This is an optimization exercise on Yosys and OpenROAD, whose aim is small area, a short achievable clock period and few clock cycles per item, not a production implementation. Where RTL was checked, it was by simulation tests only, not by an equivalence proof against the original. No activity file was given, so power comes from the tool's default toggle rates.

==> inputs of run C <==
// booth_multiplier
module booth_multiplier(clk, reset_n, multiplier, multiplicand, op_start, op_clear, op_done, result);
	input clk, reset_n;
	input [63:0] multiplier;
	input [63:0] multiplicand;
	input op_start, op_clear;
	output op_done;
	output [127:0] result;
	localparam IDLE = 2'd0, BUSY = 2'd1, DONE = 2'd2;
	reg [1:0] state;
	reg [3:0] cnt;
	reg op_done;
	reg [63:0] lo;              
	reg [64:0] acc_s, acc_c;    
	reg [7:0]  pend_s, pend_c;  
	reg        cin;             
	reg        first;           
	reg [63:0] hi;              
	reg [3:0]  sel1, sel2, neg;  
	wire [8:0] win_ld = {multiplier[7:0], 1'b0};
	wire [8:0] win_nx = lo[15:7];
	wire [8:0] win = (state == IDLE) ? win_ld : win_nx;
	wire [3:0] e1, e2, en;
	genvar t;
	generate
		for (t = 0; t < 4; t = t + 1) begin : g_enc
			wire b0 = win[2*t];
			wire b1 = win[2*t+1];
			wire b2 = win[2*t+2];
			assign e1[t] = b1 ^ b0;
			assign e2[t] = (b2 & ~b1 & ~b0) | (~b2 & b1 & b0);
  ...
==> module booth_multiplier, before the edit <==
module booth_multiplier(clk, reset_n, multiplier, multiplicand, op_start, op_clear, op_done, result);
	input clk, reset_n;
	input [63:0] multiplier;
	input [63:0] multiplicand;
	input op_start, op_clear;
	output op_done;
	output [127:0] result;
	localparam IDLE = 2'd0, BUSY = 2'd1, DONE = 2'd2;
	reg [1:0] state;
	reg [3:0] cnt;
	reg op_done;
	reg [63:0] lo;              
	reg [64:0] acc_s, acc_c;    
	reg [7:0]  pend_s, pend_c;  
	reg        cin;             
	reg        first;           
	reg [63:0] hi;              
	reg [3:0]  sel1, sel2, neg;  
	wire [8:0] win_ld = {multiplier[7:0], 1'b0};
	wire [8:0] win_nx = lo[15:7];
	wire [8:0] win = (state == IDLE) ? win_ld : win_nx;
	wire [3:0] e1, e2, en;
	genvar t;
	generate
		for (t = 0; t < 4; t = t + 1) begin : g_enc
			wire b0 = win[2*t];
			wire b1 = win[2*t+1];
			wire b2 = win[2*t+2];
			assign e1[t] = b1 ^ b0;
			assign e2[t] = (b2 & ~b1 & ~b0) | (~b2 & b1 & b0);
			assign en[t] = b2 & ~(b1 & b0);
		end
	endgenerate
	wire [63:0] nvec;
	generate
		for (t = 0; t < 32; t = t + 1) begin : g_neg
			wire xm1 = (t == 0) ? 1'b0 : multiplier[2*t-1];
			assign nvec[2*t] = multiplier[2*t+1] & ~(multiplier[2*t] & xm1);
			assign nvec[2*t+1] = 1'b0;
		end
	endgenerate
	wire [64:0] pat [0:3];
	generate
		for (t = 0; t < 4; t = t + 1) begin : g_row
			wire [64:0] mag = ({65{sel1[t]}} & {multiplicand[63], multiplicand}) | ({65{sel2[t]}} & {multiplicand, 1'b0});
			assign pat[t] = mag ^ {65{neg[t]}};
		end
	endgenerate
	wire [64:0] as_in = first ? {1'b1, 64'b0} : acc_s;
	wire [64:0] ac_in = first ? {1'b0, nvec} : acc_c;
	wire [72:0] l3_s, l3_c;
	csa_tree u_tree(.as(as_in), .ac(ac_in), .p0(pat[0]), .p1(pat[1]), .p2(pat[2]), .p3(pat[3]), .s(l3_s), .c(l3_c));
	wire [72:0] sum = {acc_s[64:0], pend_s} + {acc_c[64:0], pend_c[7:1], cin};
	wire c8 = sum[8] ^ acc_s[0] ^ acc_c[0];
	wire idle = (state == IDLE);
	wire step = (state == BUSY) & ~cnt[3];
	wire fin = (state == BUSY) & cnt[3];
	always @(posedge clk or negedge reset_n) begin
		if (!reset_n) begin
			state <= IDLE;
			cnt <= 4'd0;
			op_done <= 1'b0;
		end else if (op_clear) begin
			state <= IDLE;
			op_done <= 1'b0;
		end else begin
			case (state)
				IDLE: if (op_start) begin state <= BUSY; cnt <= 4'd0; end
				BUSY: begin
					cnt <= cnt + 4'd1;
					if (cnt[3]) begin state <= DONE; op_done <= 1'b1; end
				end
				default: ;
			endcase
		end
	end
	always @(posedge clk) begin
		sel1 <= e1;
		sel2 <= e2;
		neg <= en;
		first <= idle;
		acc_s <= l3_s[72:8];
		acc_c <= l3_c[72:8];
		pend_s <= l3_s[7:0];
		pend_c <= l3_c[7:0];
		cin <= c8 & ~first;
		if (fin)
			hi <= sum[71:8];
		if (idle)
			lo <= multiplier;
		else if (step | fin)
			lo <= {sum[7:0], lo[63:8]};
	end
	assign result = {hi, lo};
endmodule
export LEC_CHECK = 0
export CAP_MARGIN = 20
export CORE_MARGIN = 2
export CORE_UTILIZATION = 40
export CTS_CLUSTER_DIAMETER = 70
export CTS_CLUSTER_SIZE = 24
export SETUP_SLACK_MARGIN = 3.2
export SLEW_MARGIN = 20
export SYNTH_HIERARCHICAL = 1
export TNS_END_PERCENT = 5
create_clock -name core_clock -period 6.0 [get_ports {clk}]
standard.sh (not shown) runs the stock make flow with config.mk's settings and CLKGATE_MAP_FILE= SYNTH_SCRIPT=/design/flow/synth_recipe.tcl, a recipe that flattens the netlist after the stock synthesis.
==> flow/flow/run.sh <==
#!/bin/bash
# Standard ORFS layout, with the port buffers made of the smallest buffer cell.
set -euo pipefail
cd "$(dirname "$0")/.."
bash standard.sh 'BUFFER_PORTS_ARGS=-buffer_cell sky130_fd_sc_hd__buf_1' finish > standard_flow.log 2>&1
==> inputs of run D, as changes to run C <==
--- a/flow/design.v
+++ b/flow/design.v
@@ -659,8 +659,6 @@
 	reg [64:0] acc_s, acc_c;    
 	reg [7:0]  pend_s, pend_c;  
 	reg        cin;             
-	reg        first;           
-	reg [63:0] hi;              
 	reg [3:0]  sel1, sel2, neg;  
 	wire [8:0] win_ld = {multiplier[7:0], 1'b0};
 	wire [8:0] win_nx = lo[15:7];
@@ -692,11 +690,9 @@
 			assign pat[t] = mag ^ {65{neg[t]}};
 		end
 	endgenerate
-	wire [64:0] as_in = first ? {1'b1, 64'b0} : acc_s;
-	wire [64:0] ac_in = first ? {1'b0, nvec} : acc_c;
 	wire [72:0] l3_s, l3_c;
-	csa_tree u_tree(.as(as_in), .ac(ac_in), .p0(pat[0]), .p1(pat[1]), .p2(pat[2]), .p3(pat[3]), .s(l3_s), .c(l3_c));
-	wire [72:0] sum = {acc_s[64:0], pend_s} + {acc_c[64:0], pend_c[7:1], cin};
+	csa_tree u_tree(.as(acc_s), .ac(acc_c), .p0(pat[0]), .p1(pat[1]), .p2(pat[2]), .p3(pat[3]), .s(l3_s), .c(l3_c));
+	wire [72:0] sum = {acc_s[64:0], pend_s} + {acc_c[64:0], pend_c} + {72'b0, cin};
 	wire c8 = sum[8] ^ acc_s[0] ^ acc_c[0];
 	wire idle = (state == IDLE);
 	wire step = (state == BUSY) & ~cnt[3];
@@ -724,20 +720,29 @@
 		sel1 <= e1;
 		sel2 <= e2;
 		neg <= en;
-		first <= idle;
-		acc_s <= l3_s[72:8];
-		acc_c <= l3_c[72:8];
-		pend_s <= l3_s[7:0];
-		pend_c <= l3_c[7:0];
-		cin <= c8 & ~first;
-		if (fin)
-			hi <= sum[71:8];
-		if (idle)
+		if (idle) begin
+			acc_c <= {1'b0, nvec};
+			pend_s <= 8'b0;
+			pend_c <= 8'b0;
+			cin <= 1'b0;
+		end else begin
+			acc_c <= l3_c[72:8];
+			pend_s <= l3_s[7:0];
+			pend_c <= l3_c[7:0];
+			cin <= c8;
+		end
+		if (idle) begin
 			lo <= multiplier;
-		else if (step | fin)
+			acc_s <= {1'b1, 64'b0};
+		end else if (step) begin
 			lo <= {sum[7:0], lo[63:8]};
+			acc_s <= l3_s[72:8];
+		end else if (fin) begin
+			lo <= {sum[7:0], lo[63:8]};
+			acc_s[63:0] <= sum[71:8];
+		end
 	end
-	assign result = {hi, lo};
+	assign result = {acc_s[63:0], lo};
 endmodule
 module csa_tree(as, ac, p0, p1, p2, p3, s, c);
 	input [64:0] as, ac, p0, p1, p2, p3;
--- a/flow/config.mk
+++ b/flow/config.mk
@@ -8,8 +8,6 @@
 export CAP_MARGIN = 20
 export CORE_MARGIN = 2
 export CORE_UTILIZATION = 40
-export CTS_CLUSTER_DIAMETER = 70
-export CTS_CLUSTER_SIZE = 24
 export SETUP_SLACK_MARGIN = 3.2
 export SLEW_MARGIN = 20
 export SYNTH_HIERARCHICAL = 1
==> run summary <==
Against run C, the routed wire length of run D is larger by about 5%.
Against run D, the clock skew of run C is higher by 0.024 ns.
In run C the flip-flop and latch count is higher than in run D, by 64.
Cell area: run D is lower than run C (4.9%).
Against run C, the combinational power of run D is lower by about 10%.
Of run D and run C, run C has the higher critical path depth (gap 3).
In run C the area after synthesis is larger than in run D, by about 2.8%.
Against run D, the final cell count of run C is lower by 4.2%.
Against run C, the first-iteration DRC count of run D is higher by about 5%.
==> figures <==
                                                                                 run C           run D
Result of the run                                                       finished clean  finished clean
WL met2                                                                        38.2 mm         40.3 mm
Global-route wire length before repair                                          122 mm          130 mm
Number of filler cells placed in the layout                                       5547            5626
Switching component of the power                                               8.56 mW         7.08 mW
Starting density of the core                                                     40.6%           40.6%
Cell area power density                                                     646 nW/µm²      561 nW/µm²
Wire length on met1                                                            33.7 mm         36.7 mm
Data arrival at the endpoint of the critical path                              3.52 ns         3.62 ns
Number of iterations in the first detailed-routing pass                              8               7
Required @ worst endpoint                                                      6.37 ns         6.44 ns
Largest vdd supply drop                                                       0.264 mV        0.252 mV
Clock-pin slew of the registers on the worst-case setup and hold paths         0.07 ns         0.06 ns
Destination of the worst register-to-register timing path                       hi[56]       acc_s[42]
Fraction of area in clock buffers and inverters                                  3.90%           3.91%
Met2 capacity usage during global routing                                        41.9%           46.0%
Sequential cell area share                                                       26.1%           20.1%
R2R depth                                                                           11              12
Cell area after synthesis                                                    24100 µm²       23400 µm²
Testbench counts of run D, summed over its fixed seeds: cycles 5,632, items 512.
No functional check of the RTL was part of run C.

## re-timing with driven ports
The results above use ideal ports. As a check the final layouts listed here were re-extracted and re-timed, cells and wires unchanged. Step 1: set_driving_cell puts a clkbuf_16 on clk and a buf_2 on each other input, an assumption about the parent block. Step 2 times the ports against the registers' clock, not the clock port: input delays grow and output delays shrink by t, the midpoint of the rising clock arrivals with the driver on. Three values: no drivers, after step 1, after step 2; two values: the first two.
run	t, ns	setup slack, ns	worst slew at a driven data input, ns	cell pins on the clock port's net
run C	0.667	2.845 / 2.845 / 2.334	0.08	1
run D	0.635	2.820 / 2.840 / 2.205	0.08	1
After both steps every run listed still meets setup and hold. For run D, which loses most, drivers alone change the setup slack by +0.020 ns; drivers and shift together by -0.615 ns.
